Background: an optimization exercise with open tools, aiming at small area, a short achievable clock period and few clock cycles per item. Do not read the settings as production practice. The RTL was checked by simulation tests, not by an equivalence proof against the original design. Power is estimated from default activity; no workload was simulated.

$ cat flow/config.mk
export PLATFORM = sky130hd
export DESIGN_NAME = MatrixMultiplier
export DESIGN_NICKNAME = MatrixMultiplier
export VERILOG_FILES = /design/flow/design.v
export SDC_FILE = /design/flow/constraint.sdc
export NUM_CORES = 4
export LEC_CHECK = 0
export CAP_MARGIN = 20
export CORE_MARGIN = 2
export CORE_UTILIZATION = 60
export SETUP_SLACK_MARGIN = 2.0
export SLEW_MARGIN = 20
$ cat flow/constraint.sdc
create_clock -name core_clock -period 5.5 [get_ports {CLK}]
set_input_delay 1.1000 -clock core_clock [delete_from_list [all_inputs] [get_ports {CLK}]]
set_output_delay 1.1000 -clock core_clock [all_outputs]
set_load 0.01 [all_outputs]
$ cat flow/design.v
module FSM(
    input  wire CLK,
    input  wire NRST,
    input  wire START,
    output reg  FIRST,    
    output reg  DONE,     
    output wire IDLE
);
assign IDLE = ~FIRST & ~DONE;
always @(posedge CLK or negedge NRST) begin
    if (!NRST) begin
        FIRST <= 1'b0;
        DONE  <= 1'b0;
    end else begin
        FIRST <= IDLE & START;
        DONE  <= DONE | FIRST;
    end
end
endmodule
module Multiplier(
    input  wire [7:0]  A,
    input  wire [7:0]  B,
    output wire [15:0] P
);
assign P = $signed(A) * $signed(B);
endmodule
module Accumulator(
    input  wire         CLK,
    input  wire         CLR,     
    input  wire         HOLD,    
    input  wire [7:0]   A,
    input  wire [7:0]   B,
    output wire [16:0]  OUT
);
wire [7:0] Ag = A & {8{~HOLD}};
reg st_0_0;
wire st_0_1 = 1'b0;
reg st_1_0;
wire st_1_1 = 1'b0;
reg st_2_0;
wire st_2_1 = 1'b0;
reg st_3_0;
wire st_3_1 = 1'b0;
reg st_4_0;
wire st_4_1 = 1'b0;
reg st_5_0;
reg st_5_1;
reg st_6_0;
wire st_6_1 = 1'b0;
reg st_7_0;
reg st_7_1;
reg st_8_0;
reg st_8_1;
reg st_9_0;
reg st_9_1;
reg st_10_0;
reg st_10_1;
reg st_11_0;
reg st_11_1;
reg st_12_0;
reg st_12_1;
reg st_13_0;
reg st_13_1;
reg st_14_0;
reg st_14_1;
reg st_15_0;
wire st_15_1 = 1'b0;
reg st_16_0;
wire st_16_1 = 1'b0;
wire pp_0_0 = (Ag[0] & B[0]);
wire pp_0_1 = (Ag[0] & B[1]);
wire pp_0_2 = (Ag[0] & B[2]);
wire pp_0_3 = (Ag[0] & B[3]);
wire pp_0_4 = (Ag[0] & B[4]);
wire pp_0_5 = (Ag[0] & B[5]);
wire pp_0_6 = (Ag[0] & B[6]);
wire pp_0_7 = ~(Ag[0] & B[7]);
wire pp_1_0 = (Ag[1] & B[0]);
wire pp_1_1 = (Ag[1] & B[1]);
wire pp_1_2 = (Ag[1] & B[2]);
wire pp_1_3 = (Ag[1] & B[3]);
wire pp_1_4 = (Ag[1] & B[4]);
wire pp_1_5 = (Ag[1] & B[5]);
wire pp_1_6 = (Ag[1] & B[6]);
wire pp_1_7 = ~(Ag[1] & B[7]);
wire pp_2_0 = (Ag[2] & B[0]);
wire pp_2_1 = (Ag[2] & B[1]);
wire pp_2_2 = (Ag[2] & B[2]);
wire pp_2_3 = (Ag[2] & B[3]);
wire pp_2_4 = (Ag[2] & B[4]);
wire pp_2_5 = (Ag[2] & B[5]);
wire pp_2_6 = (Ag[2] & B[6]);
wire pp_2_7 = ~(Ag[2] & B[7]);
wire pp_3_0 = (Ag[3] & B[0]);
wire pp_3_1 = (Ag[3] & B[1]);
wire pp_3_2 = (Ag[3] & B[2]);
wire pp_3_3 = (Ag[3] & B[3]);
wire pp_3_4 = (Ag[3] & B[4]);
wire pp_3_5 = (Ag[3] & B[5]);
wire pp_3_6 = (Ag[3] & B[6]);
wire pp_3_7 = ~(Ag[3] & B[7]);
wire pp_4_0 = (Ag[4] & B[0]);
wire pp_4_1 = (Ag[4] & B[1]);
wire pp_4_2 = (Ag[4] & B[2]);
wire pp_4_3 = (Ag[4] & B[3]);
wire pp_4_4 = (Ag[4] & B[4]);
wire pp_4_5 = (Ag[4] & B[5]);
wire pp_4_6 = (Ag[4] & B[6]);
wire pp_4_7 = ~(Ag[4] & B[7]);
wire pp_5_0 = (Ag[5] & B[0]);
wire pp_5_1 = (Ag[5] & B[1]);
wire pp_5_2 = (Ag[5] & B[2]);
wire pp_5_3 = (Ag[5] & B[3]);
wire pp_5_4 = (Ag[5] & B[4]);
wire pp_5_5 = (Ag[5] & B[5]);
wire pp_5_6 = (Ag[5] & B[6]);
wire pp_5_7 = ~(Ag[5] & B[7]);
wire pp_6_0 = (Ag[6] & B[0]);
wire pp_6_1 = (Ag[6] & B[1]);
wire pp_6_2 = (Ag[6] & B[2]);
wire pp_6_3 = (Ag[6] & B[3]);
wire pp_6_4 = (Ag[6] & B[4]);
wire pp_6_5 = (Ag[6] & B[5]);
wire pp_6_6 = (Ag[6] & B[6]);
wire pp_6_7 = ~(Ag[6] & B[7]);
wire pp_7_0 = ~(Ag[7] & B[0]);
wire pp_7_1 = ~(Ag[7] & B[1]);
wire pp_7_2 = ~(Ag[7] & B[2]);
wire pp_7_3 = ~(Ag[7] & B[3]);
wire pp_7_4 = ~(Ag[7] & B[4]);
wire pp_7_5 = ~(Ag[7] & B[5]);
wire pp_7_6 = ~(Ag[7] & B[6]);
wire pp_7_7 = (Ag[7] & B[7]);
wire sg_0_0 = st_0_0 & ~CLR;
wire sg_0_1 = st_0_1 & ~CLR;
wire sg_1_0 = st_1_0 & ~CLR;
wire sg_1_1 = st_1_1 & ~CLR;
wire sg_2_0 = st_2_0 & ~CLR;
wire sg_2_1 = st_2_1 & ~CLR;
wire sg_3_0 = st_3_0 & ~CLR;
wire sg_3_1 = st_3_1 & ~CLR;
wire sg_4_0 = st_4_0 & ~CLR;
wire sg_4_1 = st_4_1 & ~CLR;
wire sg_5_0 = st_5_0 & ~CLR;
wire sg_5_1 = st_5_1 & ~CLR;
wire sg_6_0 = st_6_0 & ~CLR;
wire sg_6_1 = st_6_1 & ~CLR;
wire sg_7_0 = st_7_0 & ~CLR;
wire sg_7_1 = st_7_1 & ~CLR;
wire sg_8_0 = st_8_0 & ~CLR;
wire sg_8_1 = st_8_1 & ~CLR;
wire sg_9_0 = st_9_0 & ~CLR;
wire sg_9_1 = st_9_1 & ~CLR;
wire sg_10_0 = st_10_0 & ~CLR;
wire sg_10_1 = st_10_1 & ~CLR;
wire sg_11_0 = st_11_0 & ~CLR;
wire sg_11_1 = st_11_1 & ~CLR;
wire sg_12_0 = st_12_0 & ~CLR;
wire sg_12_1 = st_12_1 & ~CLR;
wire sg_13_0 = st_13_0 & ~CLR;
wire sg_13_1 = st_13_1 & ~CLR;
wire sg_14_0 = st_14_0 & ~CLR;
wire sg_14_1 = st_14_1 & ~CLR;
wire sg_15_0 = st_15_0 & ~CLR;
wire sg_15_1 = st_15_1 & ~CLR;
wire sg_16_0 = st_16_0 & ~CLR;
wire sg_16_1 = st_16_1 & ~CLR;
wire s959 = sg_0_0 ^ sg_0_1 ^ pp_0_0;
wire c960 = (sg_0_0 & sg_0_1) | (sg_0_0 & pp_0_0) | (sg_0_1 & pp_0_0);
wire s961 = sg_1_0 ^ sg_1_1 ^ pp_0_1;
wire c962 = (sg_1_0 & sg_1_1) | (sg_1_0 & pp_0_1) | (sg_1_1 & pp_0_1);
wire s963 = pp_1_0 ^ c960 ^ s961;
wire c964 = (pp_1_0 & c960) | (pp_1_0 & s961) | (c960 & s961);
wire s965 = sg_2_0 ^ sg_2_1 ^ pp_0_2;
wire c966 = (sg_2_0 & sg_2_1) | (sg_2_0 & pp_0_2) | (sg_2_1 & pp_0_2);
wire s967 = pp_1_1 ^ pp_2_0 ^ c962;
wire c968 = (pp_1_1 & pp_2_0) | (pp_1_1 & c962) | (pp_2_0 & c962);
wire s969 = s965 ^ c964 ^ s967;
wire c970 = (s965 & c964) | (s965 & s967) | (c964 & s967);
wire s971 = sg_3_0 ^ sg_3_1 ^ pp_0_3;
wire c972 = (sg_3_0 & sg_3_1) | (sg_3_0 & pp_0_3) | (sg_3_1 & pp_0_3);
wire s973 = pp_1_2 ^ pp_2_1 ^ pp_3_0;
wire c974 = (pp_1_2 & pp_2_1) | (pp_1_2 & pp_3_0) | (pp_2_1 & pp_3_0);
wire s975 = c966 ^ s971 ^ s973;
wire c976 = (c966 & s971) | (c966 & s973) | (s971 & s973);
wire s977 = c968 ^ s975 ^ c970;
wire c978 = (c968 & s975) | (c968 & c970) | (s975 & c970);
wire s979 = sg_4_0 ^ sg_4_1 ^ pp_0_4;
wire c980 = (sg_4_0 & sg_4_1) | (sg_4_0 & pp_0_4) | (sg_4_1 & pp_0_4);
wire s981 = pp_1_3 ^ pp_2_2 ^ pp_3_1;
wire c982 = (pp_1_3 & pp_2_2) | (pp_1_3 & pp_3_1) | (pp_2_2 & pp_3_1);
wire s983 = pp_4_0 ^ c972 ^ c974;
wire c984 = (pp_4_0 & c972) | (pp_4_0 & c974) | (c972 & c974);
wire s985 = s979 ^ s981 ^ c976;
wire c986 = (s979 & s981) | (s979 & c976) | (s981 & c976);
wire s987 = s983 ^ s985 ^ c978;
wire c988 = (s983 & s985) | (s983 & c978) | (s985 & c978);
wire s989 = sg_5_0 ^ sg_5_1 ^ pp_0_5;
wire c990 = (sg_5_0 & sg_5_1) | (sg_5_0 & pp_0_5) | (sg_5_1 & pp_0_5);
wire s991 = pp_1_4 ^ pp_2_3 ^ pp_3_2;
wire c992 = (pp_1_4 & pp_2_3) | (pp_1_4 & pp_3_2) | (pp_2_3 & pp_3_2);
wire s993 = pp_4_1 ^ pp_5_0 ^ c980;
wire c994 = (pp_4_1 & pp_5_0) | (pp_4_1 & c980) | (pp_5_0 & c980);
wire s995 = c982 ^ s989 ^ s991;
wire c996 = (c982 & s989) | (c982 & s991) | (s989 & s991);
wire s997 = c984 ^ s993 ^ s995;
wire c998 = (c984 & s993) | (c984 & s995) | (s993 & s995);
wire s999 = c986 ^ s997;
wire c1000 = c986 & s997;
wire s1001 = sg_6_0 ^ sg_6_1 ^ pp_0_6;
wire c1002 = (sg_6_0 & sg_6_1) | (sg_6_0 & pp_0_6) | (sg_6_1 & pp_0_6);
wire s1003 = pp_1_5 ^ pp_2_4 ^ pp_3_3;
wire c1004 = (pp_1_5 & pp_2_4) | (pp_1_5 & pp_3_3) | (pp_2_4 & pp_3_3);
wire s1005 = pp_4_2 ^ pp_5_1 ^ pp_6_0;
wire c1006 = (pp_4_2 & pp_5_1) | (pp_4_2 & pp_6_0) | (pp_5_1 & pp_6_0);
wire s1007 = c990 ^ c992 ^ s1001;
wire c1008 = (c990 & c992) | (c990 & s1001) | (c992 & s1001);
wire s1009 = s1003 ^ s1005 ^ c994;
wire c1010 = (s1003 & s1005) | (s1003 & c994) | (s1005 & c994);
wire s1011 = c996 ^ s1007 ^ s1009;
wire c1012 = (c996 & s1007) | (c996 & s1009) | (s1007 & s1009);
wire s1013 = c998 ^ c1000 ^ s1011;
wire c1014 = (c998 & c1000) | (c998 & s1011) | (c1000 & s1011);
wire s1015 = sg_7_0 ^ sg_7_1 ^ pp_0_7;
wire c1016 = (sg_7_0 & sg_7_1) | (sg_7_0 & pp_0_7) | (sg_7_1 & pp_0_7);
wire s1017 = pp_1_6 ^ pp_2_5 ^ pp_3_4;
wire c1018 = (pp_1_6 & pp_2_5) | (pp_1_6 & pp_3_4) | (pp_2_5 & pp_3_4);
wire s1019 = pp_4_3 ^ pp_5_2 ^ pp_6_1;
wire c1020 = (pp_4_3 & pp_5_2) | (pp_4_3 & pp_6_1) | (pp_5_2 & pp_6_1);
wire s1021 = pp_7_0 ^ c1002 ^ c1004;
wire c1022 = (pp_7_0 & c1002) | (pp_7_0 & c1004) | (c1002 & c1004);
wire s1023 = c1006 ^ s1015 ^ s1017;
wire c1024 = (c1006 & s1015) | (c1006 & s1017) | (s1015 & s1017);
wire s1025 = s1019 ^ c1008 ^ s1021;
wire c1026 = (s1019 & c1008) | (s1019 & s1021) | (c1008 & s1021);
wire s1027 = s1023 ^ c1010 ^ s1025;
wire c1028 = (s1023 & c1010) | (s1023 & s1025) | (c1010 & s1025);
wire s1029 = c1012 ^ s1027;
wire c1030 = c1012 & s1027;
wire s1031 = 1'b1 ^ sg_8_0 ^ sg_8_1;
wire c1032 = (1'b1 & sg_8_0) | (1'b1 & sg_8_1) | (sg_8_0 & sg_8_1);
wire s1033 = pp_1_7 ^ pp_2_6 ^ pp_3_5;
wire c1034 = (pp_1_7 & pp_2_6) | (pp_1_7 & pp_3_5) | (pp_2_6 & pp_3_5);
wire s1035 = pp_4_4 ^ pp_5_3 ^ pp_6_2;
wire c1036 = (pp_4_4 & pp_5_3) | (pp_4_4 & pp_6_2) | (pp_5_3 & pp_6_2);
wire s1037 = pp_7_1 ^ s1031 ^ c1016;
wire c1038 = (pp_7_1 & s1031) | (pp_7_1 & c1016) | (s1031 & c1016);
wire s1039 = c1018 ^ c1020 ^ s1033;
wire c1040 = (c1018 & c1020) | (c1018 & s1033) | (c1020 & s1033);
wire s1041 = s1035 ^ c1022 ^ c1024;
wire c1042 = (s1035 & c1022) | (s1035 & c1024) | (c1022 & c1024);
wire s1043 = s1037 ^ s1039 ^ c1026;
wire c1044 = (s1037 & s1039) | (s1037 & c1026) | (s1039 & c1026);
wire s1045 = s1041 ^ c1028 ^ s1043;
wire c1046 = (s1041 & c1028) | (s1041 & s1043) | (c1028 & s1043);
wire s1047 = sg_9_0 ^ sg_9_1 ^ c1032;
wire c1048 = (sg_9_0 & sg_9_1) | (sg_9_0 & c1032) | (sg_9_1 & c1032);
wire s1049 = pp_2_7 ^ pp_3_6 ^ pp_4_5;
wire c1050 = (pp_2_7 & pp_3_6) | (pp_2_7 & pp_4_5) | (pp_3_6 & pp_4_5);
wire s1051 = pp_5_4 ^ pp_6_3 ^ pp_7_2;
wire c1052 = (pp_5_4 & pp_6_3) | (pp_5_4 & pp_7_2) | (pp_6_3 & pp_7_2);
wire s1053 = c1034 ^ c1036 ^ s1047;
wire c1054 = (c1034 & c1036) | (c1034 & s1047) | (c1036 & s1047);
wire s1055 = s1049 ^ s1051 ^ c1038;
wire c1056 = (s1049 & s1051) | (s1049 & c1038) | (s1051 & c1038);
wire s1057 = c1040 ^ s1053 ^ c1042;
wire c1058 = (c1040 & s1053) | (c1040 & c1042) | (s1053 & c1042);
wire s1059 = s1055 ^ c1044 ^ s1057;
wire c1060 = (s1055 & c1044) | (s1055 & s1057) | (c1044 & s1057);
wire s1061 = sg_10_0 ^ sg_10_1 ^ pp_3_7;
wire c1062 = (sg_10_0 & sg_10_1) | (sg_10_0 & pp_3_7) | (sg_10_1 & pp_3_7);
wire s1063 = pp_4_6 ^ pp_5_5 ^ pp_6_4;
wire c1064 = (pp_4_6 & pp_5_5) | (pp_4_6 & pp_6_4) | (pp_5_5 & pp_6_4);
wire s1065 = pp_7_3 ^ c1048 ^ c1050;
wire c1066 = (pp_7_3 & c1048) | (pp_7_3 & c1050) | (c1048 & c1050);
wire s1067 = c1052 ^ s1061 ^ s1063;
wire c1068 = (c1052 & s1061) | (c1052 & s1063) | (s1061 & s1063);
wire s1069 = c1054 ^ s1065 ^ s1067;
wire c1070 = (c1054 & s1065) | (c1054 & s1067) | (s1065 & s1067);
wire s1071 = c1056 ^ s1069 ^ c1058;
wire c1072 = (c1056 & s1069) | (c1056 & c1058) | (s1069 & c1058);
wire s1073 = sg_11_0 ^ sg_11_1 ^ pp_4_7;
wire c1074 = (sg_11_0 & sg_11_1) | (sg_11_0 & pp_4_7) | (sg_11_1 & pp_4_7);
wire s1075 = pp_5_6 ^ pp_6_5 ^ pp_7_4;
wire c1076 = (pp_5_6 & pp_6_5) | (pp_5_6 & pp_7_4) | (pp_6_5 & pp_7_4);
wire s1077 = c1062 ^ c1064 ^ s1073;
wire c1078 = (c1062 & c1064) | (c1062 & s1073) | (c1064 & s1073);
wire s1079 = s1075 ^ c1066 ^ c1068;
wire c1080 = (s1075 & c1066) | (s1075 & c1068) | (c1066 & c1068);
wire s1081 = s1077 ^ c1070 ^ s1079;
wire c1082 = (s1077 & c1070) | (s1077 & s1079) | (c1070 & s1079);
wire s1083 = sg_12_0 ^ sg_12_1 ^ pp_5_7;
wire c1084 = (sg_12_0 & sg_12_1) | (sg_12_0 & pp_5_7) | (sg_12_1 & pp_5_7);
wire s1085 = pp_6_6 ^ pp_7_5 ^ c1074;
wire c1086 = (pp_6_6 & pp_7_5) | (pp_6_6 & c1074) | (pp_7_5 & c1074);
wire s1087 = c1076 ^ s1083 ^ c1078;
wire c1088 = (c1076 & s1083) | (c1076 & c1078) | (s1083 & c1078);
wire s1089 = s1085 ^ c1080 ^ s1087;
wire c1090 = (s1085 & c1080) | (s1085 & s1087) | (c1080 & s1087);
wire s1091 = sg_13_0 ^ sg_13_1 ^ pp_6_7;
wire c1092 = (sg_13_0 & sg_13_1) | (sg_13_0 & pp_6_7) | (sg_13_1 & pp_6_7);
wire s1093 = pp_7_6 ^ c1084 ^ s1091;
wire c1094 = (pp_7_6 & c1084) | (pp_7_6 & s1091) | (c1084 & s1091);
wire s1095 = c1086 ^ s1093 ^ c1088;
wire c1096 = (c1086 & s1093) | (c1086 & c1088) | (s1093 & c1088);
wire s1097 = sg_14_0 ^ sg_14_1 ^ pp_7_7;
wire c1098 = (sg_14_0 & sg_14_1) | (sg_14_0 & pp_7_7) | (sg_14_1 & pp_7_7);
wire s1099 = c1092 ^ s1097 ^ c1094;
wire c1100 = (c1092 & s1097) | (c1092 & c1094) | (s1097 & c1094);
wire s1101 = 1'b1 ^ sg_15_0 ^ sg_15_1;
wire c1102 = (1'b1 & sg_15_0) | (1'b1 & sg_15_1) | (sg_15_0 & sg_15_1);
wire s1103 = s1101 ^ c1098 ^ c1100;
wire c1104 = (s1101 & c1098) | (s1101 & c1100) | (c1098 & c1100);
wire s1105 = 1'b1 ^ sg_16_0 ^ sg_16_1;
wire c1106 = (1'b1 & sg_16_0) | (1'b1 & sg_16_1) | (sg_16_0 & sg_16_1);
wire s1107 = c1102 ^ s1105 ^ c1104;
wire c1108 = (c1102 & s1105) | (c1102 & c1104) | (s1105 & c1104);
always @(posedge CLK) begin
    st_0_0 <= s959;
    st_1_0 <= s963;
    st_2_0 <= s969;
    st_3_0 <= s977;
    st_4_0 <= s987;
    st_5_0 <= s999;
    st_5_1 <= c988;
    st_6_0 <= s1013;
    st_7_0 <= c1014;
    st_7_1 <= s1029;
    st_8_0 <= c1030;
    st_8_1 <= s1045;
    st_9_0 <= c1046;
    st_9_1 <= s1059;
    st_10_0 <= c1060;
    st_10_1 <= s1071;
    st_11_0 <= s1081;
    st_11_1 <= c1072;
    st_12_0 <= c1082;
    st_12_1 <= s1089;
    st_13_0 <= c1090;
    st_13_1 <= s1095;
    st_14_0 <= s1099;
    st_14_1 <= c1096;
    st_15_0 <= s1103;
    st_16_0 <= s1107;
end
wire [16:0] r0 = {st_16_0, st_15_0, st_14_0, st_13_0, st_12_0, st_11_0, st_10_0, st_9_0, st_8_0, st_7_0, st_6_0, st_5_0, st_4_0, st_3_0, st_2_0, st_1_0, st_0_0};
wire [16:0] r1 = {1'b0, 1'b0, st_14_1, st_13_1, st_12_1, st_11_1, st_10_1, st_9_1, st_8_1, st_7_1, 1'b0, st_5_1, 1'b0, 1'b0, 1'b0, 1'b0, 1'b0};
assign OUT = r0 + r1;
endmodule
module MatrixMultiplier(
input   wire            CLK,
input   wire            NRST,  
input   wire            START,
input   wire    [7:0]   A,
input   wire    [7:0]   B,
output  wire    [16:0]  OUT,
output  wire            OUT_STROBE
);
wire first, done, idle;
FSM U1(.CLK(CLK), .NRST(NRST), .START(START), .FIRST(first), .DONE(done), .IDLE(idle));
Accumulator U3(.CLK(CLK), .CLR(idle), .HOLD(done), .A(A), .B(B), .OUT(OUT));
assign OUT_STROBE = done;
endmodule
$ cat flow/flow/run.sh
#!/bin/bash
# Standard ORFS layout with these changes:
#  - after the standard synthesis, flow/fapol.py picks each full adder's polarity (a full
#    adder is self-dual) and swaps single-output gates for their complements, so that few
#    inverters remain between adders;
#  - flow/decomp.py then rebuilds the full adders on the worst paths (by OpenSTA on the
#    netlist) from two XORs and a majority gate, the latest input through one XOR;
#    registers and ports are untouched by both;
#  - the port buffers are buf_1 (sized up by repair as needed) instead of the delay-cell
#    buffer that buffer_ports picks by default.
set -euo pipefail
R=orfs/results/sky130hd/MatrixMultiplier/base
bash standard.sh synth > standard_synth.log 2>&1
cp $R/1_2_yosys.v yosys_netlist_orig.v
python3 flow/fapol.py yosys_netlist_orig.v netlist_fapol.v > fapol.log 2>&1
python3 flow/decomp.py netlist_fapol.v $R/1_2_yosys.v "$FLOW_HOME/platforms/sky130hd" constraint.sdc ${DECOMP_MAX:-20} > decomp.log 2>&1
rm -f $R/1_synth.odb $R/1_synth.sdc
bash standard.sh synth > standard_synth2.log 2>&1
bash standard.sh "BUFFER_PORTS_ARGS=-buffer_cell sky130_fd_sc_hd__buf_1" finish > standard_finish.log 2>&1
$ cat flow/flow/decomp.py
#!/usr/bin/env python3
"""Rebuild the slowest full adders of a netlist from faster gates.

The sky130 full-adder cell is dense but slow from every input to SUM.  For the adders on
the worst paths (by OpenSTA on the netlist, without wires) this pass builds
SUM = (x ^ y) ^ z and COUT = maj(x, y, z), with z the input that arrives last, so that z
reaches SUM through one XOR.  It repeats while the worst slack improves, up to a limit on
the number of adders rebuilt.  Registers, ports and all other cells are untouched.

usage: decomp.py IN.v OUT.v PLATFORM_DIR SDC [MAX_ADDERS]
"""
import re, sys, subprocess, os, tempfile

inp, outp, plat, sdc = sys.argv[1:5]
lib = plat + '/lib/sky130_fd_sc_hd__tt_025C_1v80.lib'
maxn = int(sys.argv[5]) if len(sys.argv) > 5 else 24
src = open(inp).read()
cell_re = re.compile(r'^(\s*)(sky130_fd_sc_hd__\w+)\s+(\S+)\s*\((.*?)\);\n', re.S | re.M)
pin_re = re.compile(r'\.(\w+)\(\s*(.*?)\s*\)(?=\s*,|\s*$)', re.S)
cells = []
spans = []
for m in cell_re.finditer(src):
    pins = {}
    order = []
    for pm in pin_re.finditer(m.group(4)):
        pins[pm.group(1)] = pm.group(2).strip()
        order.append(pm.group(1))
    cells.append([m.group(2), m.group(3), pins, order])
    spans.append((m.start(), m.end()))
head = src[:spans[0][0]]
tail = src[spans[-1][1]:]
newwires = []

def emit(path):
    out = [head.rstrip('\n') + '\n' + ''.join(f'  wire {w};\n' for w in newwires)]
    for t, n, pins, order in cells:
        body = ',\n'.join(f'    .{p}({pins[p]})' for p in order)
        body = re.sub(r'(\\\S+)\)', r'\1 )', body)
        out.append(f'  {t} {n} (\n{body}\n  );\n')
    out.append(tail)
    open(path, 'w').write(''.join(out))

def esc(n):
    return n if not n.startswith('\\') else n

def sta(path):
    tcl = f'''read_lef {plat}/lef/sky130_fd_sc_hd.tlef
read_lef {plat}/lef/sky130_fd_sc_hd_merged.lef
read_liberty {lib}
read_verilog {path}
link_design MatrixMultiplier
read_sdc {sdc}
puts "WS [worst_slack -max]"
foreach c [get_cells -filter "ref_name =~ sky130_fd_sc_hd__fa_*"] {{
  set nm [get_full_name $c]
  set line "FA $nm"
  foreach p {{A B CIN SUM COUT}} {{
    set pin [get_pins $nm/$p]
    append line " [get_property $pin slack_max] [get_property $pin arrival_max_rise] [get_property $pin arrival_max_fall]"
  }}
  puts $line
}}
'''
    tf = path + '.sta.tcl'
    open(tf, 'w').write(tcl)
    r = subprocess.run(['openroad', '-no_init', '-exit', tf], capture_output=True, text=True)
    log.write(r.stdout + r.stderr)
    ws = None
    fas = {}
    for line in r.stdout.splitlines():
        if line.startswith('WS '):
            ws = float(line.split()[1])
        elif line.startswith('FA '):
            f = line.split()
            name = f[1]
            v = [float(x) for x in f[2:]]
            arr = {p: max(v[3 * k + 1], v[3 * k + 2]) for k, p in enumerate(['A', 'B', 'CIN', 'SUM', 'COUT'])}
            slk = min(v[3 * 3], v[3 * 4])
            fas[name] = (slk, arr)
    return ws, fas

log = open(outp + '.log', 'w')
work = outp + '.tmp.v'
emit(work)
ws, fas = sta(work)
log.write(f'start WS {ws}\n')
print(f'decomp: start worst slack {ws:.3f}', file=sys.stderr)
byname = {c[1]: c for c in cells}
done = 0
k = 0
best = (ws, [list(map(lambda x: x if not isinstance(x, dict) else dict(x), c)) for c in cells], list(newwires))
while done < maxn:
    cand = [(s, n) for n, (s, a) in fas.items() if s < ws + 0.05]
    if not cand:
        break
    cand.sort()
    step = 0
    for s, n in cand:
        if done >= maxn:
            break
        c = byname[n]
        arr = fas[n][1]
        ins = sorted(['A', 'B', 'CIN'], key=lambda p: arr[p])
        x, y, z = (c[2][p] for p in ins)
        s_net, co_net = c[2]['SUM'], c[2]['COUT']
        k += 1
        t = f'_dc_t{k}_'
        newwires.append(t)
        # replace the adder cell in place by three gates
        c[0] = 'sky130_fd_sc_hd__xor2_1'
        c[1] = f'_dc_x{k}_'
        c[2] = {'A': x, 'B': y, 'X': t}
        c[3] = ['A', 'B', 'X']
        cells.append(['sky130_fd_sc_hd__xor2_1', f'_dc_s{k}_', {'A': t, 'B': z, 'X': s_net}, ['A', 'B', 'X']])
        cells.append(['sky130_fd_sc_hd__maj3_1', f'_dc_m{k}_', {'A': x, 'B': z, 'C': y, 'X': co_net}, ['A', 'B', 'C', 'X']])
        del byname[n]
        done += 1
        step += 1
    emit(work)
    ws2, fas2 = sta(work)
    log.write(f'step {step} adders, total {done}: WS {ws2}\n')
    print(f'decomp: {done} adders rebuilt, worst slack {ws2:.3f}', file=sys.stderr)
    if ws2 <= best[0] + 0.005:
        break
    best = (ws2, [[c[0], c[1], dict(c[2]), list(c[3])] for c in cells], list(newwires))
    ws, fas = ws2, fas2
    byname = {c[1]: c for c in cells}
cells = best[1]
newwires = best[2]
emit(outp)
print(f'decomp: kept worst slack {best[0]:.3f}', file=sys.stderr)
os.remove(work)
$ cat flow/flow/fapol.py
#!/usr/bin/env python3
"""Choose the polarity of each full adder in a Yosys netlist so that fewer inverters are needed.

A full adder is self-dual: inverting its three inputs inverts both outputs.  Yosys's
extract_fa picks each adder's polarity from whatever form ABC left the logic in, and puts
an inverter wherever two adders disagree.  This pass flips adders (swapping the nets on
their pins for the opposite-polarity nets) to minimise the inverters, then removes the
inverters left without loads.  Registers, ports and all other cells are untouched.

usage: fapol.py IN.v OUT.v
"""
import re, sys
from collections import defaultdict

src = open(sys.argv[1]).read()
OUTPINS = {'X', 'Y', 'Q', 'Q_N', 'SUM', 'COUT', 'HI', 'LO'}
cell_re = re.compile(r'^(\s*)(sky130_fd_sc_hd__\w+)\s+(\S+)\s*\((.*?)\);\n', re.S | re.M)
pin_re = re.compile(r'\.(\w+)\(\s*(.*?)\s*\)(?=\s*,|\s*$)', re.S)

cells = []   # [type, name, {pin: net}, order]
spans = []
for m in cell_re.finditer(src):
    pins = {}
    order = []
    for pm in pin_re.finditer(m.group(4)):
        pins[pm.group(1)] = pm.group(2).strip()
        order.append(pm.group(1))
    cells.append([m.group(2), m.group(3), pins, order])
    spans.append((m.start(), m.end()))
head = src[:spans[0][0]]
tail = src[spans[-1][1]:]
# port nets
ports = set()
for m in re.finditer(r'^\s*(input|output)\s+(\[(\d+):(\d+)\]\s+)?(\S+);', head, re.M):
    nm = m.group(5)
    if m.group(2):
        hi, lo = int(m.group(3)), int(m.group(4))
        for i in range(min(hi, lo), max(hi, lo) + 1):
            ports.add(f'{nm}[{i}]')
    ports.add(nm)

def is_inv(t): return re.match(r'sky130_fd_sc_hd__(clk)?inv_\d+$', t) is not None
COMP = {}
for a, b in [('nand2', 'and2'), ('nor2', 'or2'), ('nand3', 'and3'), ('nor3', 'or3'),
             ('nand4', 'and4'), ('nor4', 'or4'), ('xor2', 'xnor2'), ('a21oi', 'a21o'),
             ('o21ai', 'o21a'), ('a22oi', 'a22o'), ('o22ai', 'o22a'), ('a211oi', 'a211o'),
             ('o211ai', 'o211a'), ('a31oi', 'a31o'), ('o31ai', 'o31a'), ('a32oi', 'a32o'),
             ('nor2b', 'or2b'), ('nand2b', 'and2b'), ('xor3', 'xnor3')]:
    COMP[a] = b
    COMP[b] = a
AREA1 = {'nand2': 3.7536, 'and2': 6.256, 'nor2': 3.7536, 'or2': 6.256, 'nand3': 5.0048, 'and3': 6.256,
         'nor3': 5.0048, 'or3': 6.256, 'nand4': 6.256, 'and4': 8.7584, 'nor4': 6.256, 'or4': 7.5072,
         'xor2': 8.7584, 'xnor2': 8.7584, 'a21oi': 5.0048, 'a21o': 7.5072, 'o21ai': 5.0048, 'o21a': 7.5072,
         'a22oi': 7.5072, 'a22o': 8.7584, 'o22ai': 6.256, 'o22a': 8.7584, 'a211oi': 7.5072, 'a211o': 8.7584,
         'o211ai': 7.5072, 'o211a': 10.0096, 'a31oi': 6.256, 'a31o': 8.7584, 'o31ai': 7.5072, 'o31a': 8.7584,
         'a32oi': 8.7584, 'a32o': 10.0096, 'nor2b': 6.256, 'or2b': 7.5072, 'nand2b': 6.256, 'and2b': 7.5072,
         'xor3': 23.7728, 'xnor3': 22.5216}
INV = 3.7536
def swap_cost(t):
    base = re.match(r'sky130_fd_sc_hd__(\w+?)_(\d+)$', t).group(1)
    return AREA1[COMP[base]] - AREA1[base]
def outpin(base):
    if base in ('xor2', 'xor3'):
        return 'X'
    if base in ('xnor2', 'xnor3'):
        return 'X' if base == 'xnor3' else 'Y'
    return 'Y' if (base.endswith('i') or base.startswith('n')) else 'X'
def swappable(t):
    m = re.match(r'sky130_fd_sc_hd__(\w+?)_(\d+)$', t)
    return m is not None and m.group(1) in COMP
def is_fa(t): return re.match(r'sky130_fd_sc_hd__fa_\d+$', t) is not None

driver = {}
for ci, (t, n, pins, _) in enumerate(cells):
    for p, net in pins.items():
        if p in OUTPINS:
            driver[net] = (ci, p)

def root(net):
    par = 0
    chain = [(net, 0)]
    while net in driver and is_inv(cells[driver[net][0]][0]):
        net = cells[driver[net][0]][2]['A']
        par ^= 1
        chain.append((net, par))
    return net, par

# consumers: (ci, pin) of non-inverter cells
roots = {}
cons = defaultdict(list)   # root -> [(ci, pin, parity)]
chainnets = defaultdict(dict)  # root -> {net: parity}
for ci, (t, n, pins, _) in enumerate(cells):
    for p, net in pins.items():
        if p in OUTPINS:
            continue
        r, par = root(net)
        if is_inv(t):
            continue
        cons[r].append((ci, p, par))
for net in list(driver.keys()) + list(ports):
    r, par = root(net)
    chainnets[r][net] = par
for r in list(cons.keys()):
    chainnets[r][r] = 0

# frozen roots: chain touches a port, or root not driven by a cell
frozen = set()
for r, nets in chainnets.items():
    if r not in driver or any(x in ports for x in nets):
        frozen.add(r)

fas = [ci for ci, c in enumerate(cells) if is_fa(c[0])]
flip = {ci: 0 for ci in fas}
for r in frozen:
    if r in driver and driver[r][0] in flip:
        del flip[driver[r][0]]   # its output polarity is pinned

def produced(r):
    if r in driver and driver[r][0] in flip:
        return flip[driver[r][0]]
    return 0

def root_cost(r):
    needs = set()
    for ci, p, par in cons[r]:
        q = par ^ (flip.get(ci, 0))
        # stored parity par is relative to the original netlist, where r carries r^0
        needs.add(q)
    if r in frozen:
        have = set(chainnets[r].values())
        return INV * (len(needs - have) + sum(1 for x, v in chainnets[r].items() if v == 1 and x != r))
    if r in driver and swappable(cells[driver[r][0]][0]) and r not in ports:
        if needs == {1}:
            return min(INV, swap_cost(cells[driver[r][0]][0]))
        return INV if len(needs) > 1 else 0
    P = produced(r)
    pen = 5.0 if (r in driver and driver[r][0] in flip) else 0.0
    return INV + pen if (needs - {P}) else 0

rootset = set(cons.keys()) | set(chainnets.keys())
def total():
    return sum(root_cost(r) for r in rootset)

# roots each FA touches
touch = defaultdict(set)
for r in rootset:
    for ci, p, par in cons[r]:
        if ci in flip:
            touch[ci].add(r)
    if r in driver and driver[r][0] in flip:
        touch[driver[r][0]].add(r)

before = total()
# start from a 2-colouring of the adder-to-adder connections: flip[X] ^ flip[Y] should equal
# the parity of the inverter chain between them (then that link needs no inverter)
adj = defaultdict(list)
for r in rootset:
    if r in driver and driver[r][0] in flip:
        x = driver[r][0]
        for ci, p, par in cons[r]:
            if ci in flip:
                adj[x].append((ci, par))
                adj[ci].append((x, par))
seen = {}
comps = []
for s0 in flip:
    if s0 in seen:
        continue
    seen[s0] = 0
    comp = [s0]
    stack = [s0]
    while stack:
        x = stack.pop()
        for y, par in adj[x]:
            if y not in seen:
                seen[y] = seen[x] ^ par
                comp.append(y)
                stack.append(y)
    comps.append(comp)
for comp in comps:
    best = None
    for g in (0, 1):
        for x in comp:
            flip[x] = seen[x] ^ g
        c = total()
        if best is None or c < best[0]:
            best = (c, g)
    for x in comp:
        flip[x] = seen[x] ^ best[1]
improved = True
while improved:
    improved = False
    for ci in flip:
        rs = touch[ci]
        c0 = sum(root_cost(r) for r in rs)
        flip[ci] ^= 1
        c1 = sum(root_cost(r) for r in rs)
        if c1 < c0:
            improved = True
        else:
            flip[ci] ^= 1
after = total()

# rewrite
newcells = []
swapped = [0]
ninv = [0]
invnet = {}
def get_inv(net):
    if net not in invnet:
        ninv[0] += 1
        nn = f'_fapol_n{ninv[0]}_'
        newcells.append(['sky130_fd_sc_hd__inv_1', f'_fapol_i{ninv[0]}_', {'A': net, 'Y': nn}, ['A', 'Y']])
        invnet[net] = nn
    return invnet[net]

for r in rootset:
    if r in frozen:
        have = {}
        for x, v in chainnets[r].items():
            have.setdefault(v, x)
        for ci, p, par in cons[r]:
            q = par ^ flip.get(ci, 0)
            if q in have:
                cells[ci][2][p] = have[q]
            else:
                cells[ci][2][p] = get_inv(have[1 - q])
        continue
    P = produced(r)
    needs = set(par ^ flip.get(ci, 0) for ci, p, par in cons[r])
    if r in driver and swappable(cells[driver[r][0]][0]) and needs == {1} and swap_cost(cells[driver[r][0]][0]) < INV:
        dc = cells[driver[r][0]]
        m = re.match(r'sky130_fd_sc_hd__(\w+?)_(\d+)$', dc[0])
        base = m.group(1); nb = COMP[base]
        op, np_ = outpin(base), outpin(nb)
        assert dc[2][op] == r
        dc[0] = f'sky130_fd_sc_hd__{nb}_1'
        del dc[2][op]; dc[2][np_] = r
        dc[3] = [np_ if x == op else x for x in dc[3]]
        swapped[0] += 1
        P = 1
    for ci, p, par in cons[r]:
        q = par ^ flip.get(ci, 0)
        cells[ci][2][p] = r if q == P else get_inv(r)

# drop inverters without loads (repeat for chains)
used = defaultdict(int)
allcells = cells + newcells
dead = set()
while True:
    used = defaultdict(int)
    for k, c in enumerate(allcells):
        if k in dead:
            continue
        for p, net in c[2].items():
            if p not in OUTPINS:
                used[net] += 1
    more = False
    for k, c in enumerate(allcells):
        if k in dead or not is_inv(c[0]):
            continue
        y = c[2]['Y']
        if used[y] == 0 and y not in ports:
            dead.add(k); more = True
    if not more:
        break

kept_inv = sum(1 for k, c in enumerate(allcells) if k not in dead and is_inv(c[0]))
orig_inv = sum(1 for c in cells if is_inv(c[0]))
out = [head]
decl = ''.join(f'  wire {nn};\n' for nn in invnet.values())
out[0] = head.rstrip('\n') + '\n' + decl if decl else head
for k, (t, n, pins, order) in enumerate(allcells):
    if k in dead:
        continue
    body = ',\n'.join(f'    .{p}({pins[p]})' for p in order)
    # keep a space after escaped identifiers
    body = re.sub(r'(\\\S+)\)', r'\1 )', body)
    out.append(f'  {t} {n} (\n{body}\n  );\n')
out.append(tail)
open(sys.argv[2], 'w').write(''.join(out))
print(f'fapol: {len(fas)} full adders, {sum(flip.values())} flipped, {swapped[0]} gates swapped; inverters {orig_inv} -> {kept_inv} (cost {before:.1f} -> {after:.1f} um2)', file=sys.stderr)
$ cat flow/standard.sh
#!/bin/bash
# synth_recipe.tcl (not shown) runs the flow's synth.tcl, then flattens the netlist and writes it again
# the make line also repeats each setting of config.mk as NAME=value (left out here)
make -C /OpenROAD-flow-scripts/flow DESIGN_CONFIG=/design/flow/config.mk WORK_HOME=/design/flow/orfs CLKGATE_MAP_FILE= SYNTH_SCRIPT=/design/flow/synth_recipe.tcl "${@:-finish}"
==> flow_results.org, run 1 <==
** Worst setup path
- STA puts the critical path data required time at between 5 and 6 ns.
- Type of element capturing the critical path :: register
- The worst setup path is launched from an input port.
- The worst setup path is of the in2reg kind.
- Along the worst path, the maximum fanout reaches 8.
- For the worst setup path, the data arrival time is around 3.6 ns.

** Route
- After the first detailed-routing iteration, the DRC count stood at 127.
- Routed met1 length :: 3240 um
- Using the TritonRoute via totals, the vias-per-cell ratio works out to between 5 and 6.
- Top metal layer carrying routed signals :: met4
- The final layout contains routed wiring with a total length of 6370 um.
- Vias after detailed routing :: 2,211
- Number of design rule violations left after detail routing :: 0
- Count of nets left with antenna violations after detail routing :: 0
- After detailed routing, the average wire length per cell comes to about 15 um.
- Wire segments on met3 add up to roughly 260 um in the final route.
- Pre-Repair DR Iteration Count :: 4
- Wire segments on met2 add up to between 2000 and 3000 um in the final route.

** Global routing
- Overall overflow remaining after global route :: 0
- Largest net degree at the start of global routing :: 17
- The first global-routing pass estimated roughly 11,000 um of wire.
- In the global route stage, overall resource usage came out at 0.238.
- Vias in the first global route :: around 2,300
- Antenna violations before repair :: 0

** STA
- Setup TNS :: 0 ns
- Normalized max-slew margin :: 0.686
- At the pin with the least slew margin, the transition time is 0.470 ns.
- Setup repair after global routing could not meet its margin everywhere.
- Fin worst setup slack :: about 2.1 ns
- Final setup violation count :: 0
- Max Freq :: just under 0.3 GHz
- Maximum clock skew at final layout :: between 0.004 and 0.005 ns
- Final count of hold timing violations :: 0
- Final clock period utilization by the worst path :: 0.619
- Hold is met by 0.578 ns.
- The count of pins over their slew limit is 0.
- Final critical path time including I/O delays and setup :: around 3.4 ns

** Die
- For this configuration, the core starts out at a cell density of 0.628.
- In this run the count of I/O pins placed on the die edge is 37.
- The total area inside the core boundary comes to between 5000 and 6000 um2.
- The die covers 5990 um2.
- Number of placement rows :: 26
- Die boundary height :: roughly 77 um
- Die width :: about 77 um

** Pwr
- Design Power :: between 1.5 and 2 mW
- Fraction of power consumed by combinational cells :: 0.717
- Switching pwr :: 0.885 mW
- Static leakage :: 1.57 nW
- Pwr dens :: 546 nW/um2
- The internal power of the cells totals ~1.0 mW.
- Portion of total power attributed to sequential cells :: 0.197
- Of the total power, the share spent switching nets is 0.457.
- Clock share of power :: 0.086
- Across the VDD grid, the largest voltage drop is between 300 and 400 uV.

** Finish
- In the final layout, the multi-input gates occupy 2600 um2.
- Share of post-route cells with drive strength above 1 :: 0.0718
- The net count of the finished layout is 431.
- The sequential cells in the finished layout cover a total of 571 um2.
- Commonest cells after routing, fill and taps aside :: sky130_fd_sc_hd__and2_1, sky130_fd_sc_hd__fa_1, sky130_fd_sc_hd__xor2_1
- Cell area after layout :: roughly 3500 um2
- At the end of the flow the core is filled with cells to 0.689.
- Area growth from synthesis to layout :: 9.61%
- The repair_antennas step left the layout with diodes totalling 0.
- After filler insertion, the fill cell instance count of the layout stands at roughly 450.
- Post-route insts no fill :: 418
- The library cell used most frequently in the layout, excluding fill and tap cells, is sky130_fd_sc_hd__and2_1.

** Clock tree
- The tree is rooted in a sky130_fd_sc_hd__clkbuf_8.
- Bufs on Longest Clock Path :: 2
- Buffers inserted during clock tree synthesis total 3.
- Clk slew on worst S/H paths :: roughly 0.10 ns
- TritonCTS built the clock tree.
- The clock drives 28 sinks.
- The later pin in the worst-skew pair is clocked with a latency of approximately 0.28 ns.
- Hold Buf Count CTS :: 0
- In this run the number of H-tree levels came out at 1.

** Placed design
- Post-Place Cells :: approximately 400
- Routability congestion estimate :: 0.873
- PortBufs :: 36
- Post-DP Area :: roughly 3400 um2
- Worst-case setup slack after placement :: 1.68 ns
- Detailed placer's ending HPWL :: roughly 5000 um

** Status
- The flow ran to the end and the layout has no timing, DRC or antenna violations.

** Worst hold path
- In this run the worst hold path is classified as in2async.

** Yosys
- Averaged over all synthesized cells, the footprint is a little over 10 um2.
- Yosys printed 2 warnings.
- Summing every instance area after synthesis gives 3230 um2.
- The number of nets handed over by synthesis was 393.
- Synthesis produced a netlist whose cell count is around 310.

** Run
- Across the run, the number of max-cap violations was 0.
==> worst paths after layout <==
path / startpoint / end / cells after the start / slack [ns]
max in group asynchronous: NRST / U1.FIRST$_DFF_PN0_ / 1 / 4.80
worst min-delay path: NRST / U1.DONE$_DFF_PN0_ / 1 / 0.58
worst max-delay path: A[4] / U3.st_10_1$_DFF_P_ / 7 / 2.10
worst min register to register: U3.st_0_0$_DFF_P_ / U3.st_0_0$_DFF_P_ / 2 / 0.63
min in group core_clock: U3.st_0_0$_DFF_P_ / U3.st_0_0$_DFF_P_ / 2 / 0.63
worst max register to register: U1.DONE$_DFF_PN0_ / U3.st_10_1$_DFF_P_ / 10 / 2.13
==> worst max-delay path, stage by stage <==
cell	delay [ns]
sky130_fd_sc_hd__buf_1	0.06
sky130_fd_sc_hd__nor2b_1	0.40
sky130_fd_sc_hd__and2_1	0.22
sky130_fd_sc_hd__fa_1	0.41
sky130_fd_sc_hd__fa_1	0.51
sky130_fd_sc_hd__fa_1	0.43
sky130_fd_sc_hd__fa_1	0.45
==> power by group through the flow <==
stage,registers (mW),clock network (mW),logic [mW]
global placement,0.378,0,1.36
global route,0.393,0.182,1.62
finish,0.380,0.167,1.39
detailed placement,0.384,0,1.39
floorplan,0.363,0,1.12
CTS,0.380,0.173,1.41
==> final cells by class <==
class	count	area share
multi-input combinational	268	0.736
clock inverter	1	0.00848
clock buffer	3	0.0117
sequential	28	0.161
timing repair inverter	1	0.00212
timing repair buffer	41	0.0488
inverter	6	0.00742
tap	70	0.0247
==> per-layer routing <==
layer,vias to the layer above,GRT usage
li1,1081,-
met3,6,0.0186
met4,0,0.0482
met5,-,0
met2,48,0.370
met1,1076,0.368
==> repair_timing <==
| action | 4_1_cts | 5_1_grt |
|---|---|---|
| setup endpoints to repair | 3 | 15 |
| setup buffers | 2 | 3 |
| resized for setup | 4 | 7 |
| gates cloned | 1 | 0 |
| hold endpoints to repair | 0 | 0 |
Testbench counts, summed over its fixed seeds: cycles 4,800, items 2,400.
==> inputs of run 2 (changes only) <==
--- a/flow/config.mk
+++ b/flow/config.mk
@@ -10,3 +10,3 @@
 export CORE_UTILIZATION = 60
-export SETUP_SLACK_MARGIN = 2.0
+export SETUP_SLACK_MARGIN = 2.3
 export SLEW_MARGIN = 20
==> flow_results.org, run 2 <==
** Status
- Status :: complete, no violations

** STA
- The total negative setup slack came to 0 ns (unchanged).
- Maximum clock skew at final layout :: 0.00361 ns (-0.00108 ns)
- The final critical delay including setup and external delays was 3.23 ns (-0.170 ns).
- Fin worst setup slack :: 2.27 ns (+0.170 ns)
- Setup repair after global routing missed its margin :: yes
- Total count of max-transition violations in the final report :: 0 (unchanged)
- Max Freq :: 0.309 GHz (+5.2%)
- Slew at the pin closest to its max-slew limit :: 0.338 ns (-0.132 ns)
- The total of endpoints with negative setup slack in the final report is 0 (unchanged).
- The final-report hold violation count is 0 (unchanged).
- Final clock period utilization by the worst path :: 0.588 (-0.0309)
- The worst slew slack as a fraction of its limit was 0.775 (+0.0883).

** Pwr
- The power per unit of standard cell area came to 528 nW/um2 (-3.3%).
- Static leakage :: 1.64 nW (+4.4%)
- The maximum ir drop on the vdd rail was 478 uV (+25%).
- The sum of internal, switching and leakage power was 1.97 mW (+1.7%).
- Clock share of power :: 0.059 (-0.027)
- Switching pwr :: 0.919 mW (+3.9%)
- The relative contribution of combinational cells to total power came to 0.747 (+0.030).
- Internal Power :: 1.05 mW (-0.21%)
- Portion of total power attributed to sequential cells :: 0.193 (-0.004)
- The net switching fraction of the power came to 0.468 (+0.0101).

** Worst setup path
- Launch instance of the worst register-to-register path :: U1.DONE$_DFF_PN0_
- Largest delay share family, worst path :: adder cells
- R2r worst-path depth :: 10 (unchanged)
- FF-to-FF End :: U3.st_10_1$_DFF_P_
- The data arrival time of the critical path came to 3.40 ns (-0.18 ns).
- The biggest cell delay along the critical path came to 0.51 ns (about the same).
- Required time reported for the critical path endpoint :: 5.67 ns (about the same)
- Slowest CP cell :: sky130_fd_sc_hd__fa_1
- Type of the setup path with the least slack :: in2reg
- Flop-to-flop setup slack :: 2.33 ns (+0.20 ns)
- The maximum fanout encountered on the critical timing path was 6 (-2).
- Critical path launch point type :: input port
- Counting stages on the worst path, the most repeated cell is sky130_fd_sc_hd__fa_1.
- The number of buffers and inverters on the critical path is 1 (unchanged).
- The worst setup path is captured at a register.
- Critical-path cell list :: buf_1, nor2b_4, and2_1, fa_1, fa_1, fa_1, fa_1

** Route
- The via total after detailed routing was 2,283 (+3.3%).
- Wire length on met2 :: 3200 um (+13%)
- WL met3 :: 258 um (-1.1%)
- The highest layer touched by signal routing is met4.
- Count of nets left with antenna violations after detail routing :: 0 (unchanged)
- The starting DRC count in detailed routing is 86 (-32%).
- Ratio of routed vias to standard cells :: 5.38 (+1.8%)
- The wire length after detailed routing is 6720 um (+5.5%).
- Routed length per instance :: 15.9 um (+4.0%)
- The remaining routing DRC violations came to 0 (unchanged).
- The first-pass iteration count of the detailed router came to 4 (unchanged).
- Routed met1 length :: 3220 um (-0.77%)

** Global routing
- The largest net degree at the start of global routing came to 16 (-1).
- The first-pass GRT wire length was 11,400 um (+3.4%).
- Antenna violations before repair :: 0 (unchanged)
- The total global-route track usage came to 0.244 (+0.00558).
- Vias in the first global route :: 2,399 (+5.0%)
- The total grt overflow was 0 (unchanged).

** Finish
- Share of post-route cells with drive strength above 1 :: 0.215 (+0.143)
- Commonest non-fill, non-tap cell in the layout :: sky130_fd_sc_hd__and2_1
- From synthesis to final layout, the design area changed by 15.3%.
- Commonest cells after routing, fill and taps aside :: sky130_fd_sc_hd__and2_1, sky130_fd_sc_hd__xor2_1, sky130_fd_sc_hd__fa_1
- The number of antenna cells inserted was 0 (unchanged).
- Layout net count :: 437 (+1.4%)

** Worst hold path
- Hold/Removal Path Class :: in2async

** Placed design
- The post-place setup slack was 1.75 ns (+0.0720 ns).
- Detailed placer's ending HPWL :: 5160 um (+0.36%)
- The count of port buffers added during placement came to 36 (unchanged).
- The routability congestion estimate from global placement is 0.804 (-7.9%).

** Die
- The number of I/O pins came to 37 (unchanged).
- The cell row count is 26 (unchanged).
- Die width :: 77.4 um (unchanged)
- Die boundary height :: 77.4 um (unchanged)
- Core area :: 5140 um2 (unchanged)
- Initial core utilization :: 0.628 (unchanged)
- Die ar. :: 5990 um2 (unchanged)

** Yosys
- Post-Syn Nets :: 393 (unchanged)
- Yosys warning total :: 2 (unchanged)
- Netlist Area Pre-Place :: 3230 um2 (unchanged)
- The average footprint of a synthesized cell was 10.4 um2 (unchanged).
- The cell count after synthesis is 311 (unchanged).

** Clock tree
- Clk slew on worst S/H paths :: 0.10 ns (about the same)
- The clock latency at the later pin of the worst-skew pair came to 0.28 ns (about the same).
- TritonCTS built the clock tree.
- The number of levels in the clock H-tree is 1 (unchanged).
- CTS placed an instance of sky130_fd_sc_hd__clkbuf_8 at the clock tree root.
- Bufs on Longest Clock Path :: 2 (unchanged)
- Clock sinks :: 28 (unchanged)
- Cts bufs inserted :: 3 (unchanged)

** Run
- Number of max-cap violations :: 0 (unchanged)
-- run 2: area by class of cell --
type / count / area [um2]
multi-input cells: 268 / 2760
fillers: 423 / 1420
flip-flops and latches: 28 / 574
repair buffers: 47 / 224
well taps: 70 / 87.6
clock buffers: 4 / 45.0
inverters: 6 / 26.3
repair inverters: 1 / 7.51
-- run 2: worst max-delay path by stage --
| stage | startpoint | endpoint | slack (ns) | cells after the start |
|---|---|---|---|---|
| detailed placement | A[2] | U3.st_10_1$_DFF_P_ | 1.75 | 9 |
| global placement | A[2] | U3.st_4_0$_DFF_P_ | 1.78 | 7 |
| CTS | A[6] | U3.st_10_1$_DFF_P_ | 2.28 | 8 |
| floorplan | A[6] | U3.st_10_1$_DFF_P_ | 2.10 | 6 |
| global route | A[1] | U3.st_10_1$_DFF_P_ | 2.20 | 7 |
| finish | A[4] | U3.st_10_1$_DFF_P_ | 2.27 | 7 |
-- run 2: power by group through the flow --
stage	registers [mW]	logic, mW	clock network, mW
detailed placement	0.383	1.41	0
global placement	0.383	1.39	0
finish	0.380	1.47	0.117
global route	0.392	1.67	0.127
CTS	0.379	1.44	0.123
floorplan	0.363	1.13	0
-- run 2: routing by layer --
| layer | global-route usage | vias to the layer above |
|---|---|---|
| met5 | 0 | - |
| met4 | 0.0304 | 0 |
| met3 | 0.0337 | 7 |
| met2 | 0.417 | 50 |
| met1 | 0.341 | 1135 |
| li1 | - | 1091 |
-- run 2: stage by stage --
step           hold slack, ns  cells   util  area (um2)
2_1_floorplan           0.532    311      -        3290
4_1_cts                 0.580    421  0.706        3630
6_report                0.584    424  0.724        3720
5_1_grt                 0.584    424  0.724        3720
3_5_place_dp            0.557    408  0.672        3460
3_3_place_gp            0.545    408  0.672        3460
-- run 2: what timing repair did --
item,in CTS,in global routing
resized for setup,19,23
gates cloned,1,0
hold buffers,0,0
setup endpoints to repair,22,17
pin swaps,2,12
buffers inserted,8,3

what the ideal ports hide:
The results above use ideal ports. As a check the final layouts listed here were re-extracted and re-timed, cells and wires unchanged. Step 1, drivers: a clkbuf_16 drives CLK and a buf_2 each remaining input, both assumed. Step 2 also shifts input and output timing later by t, the mid clock arrival at the registers, as if the neighbouring blocks saw the same clock. a / b / c = ideal / step 1 / step 2; a / b = the first two.
run	t (ns)	setup WS [ns]	worst setup path after step 2
run 1	0.308	2.096 / 2.099 / 1.790	input to register
run 2	0.304	2.266 / 2.262 / 1.958	input to register
After both steps setup and hold are still met in every run listed. The setup slack of run 2, which loses most, moves by -0.004 ns with the drivers and by -0.308 ns with both steps.
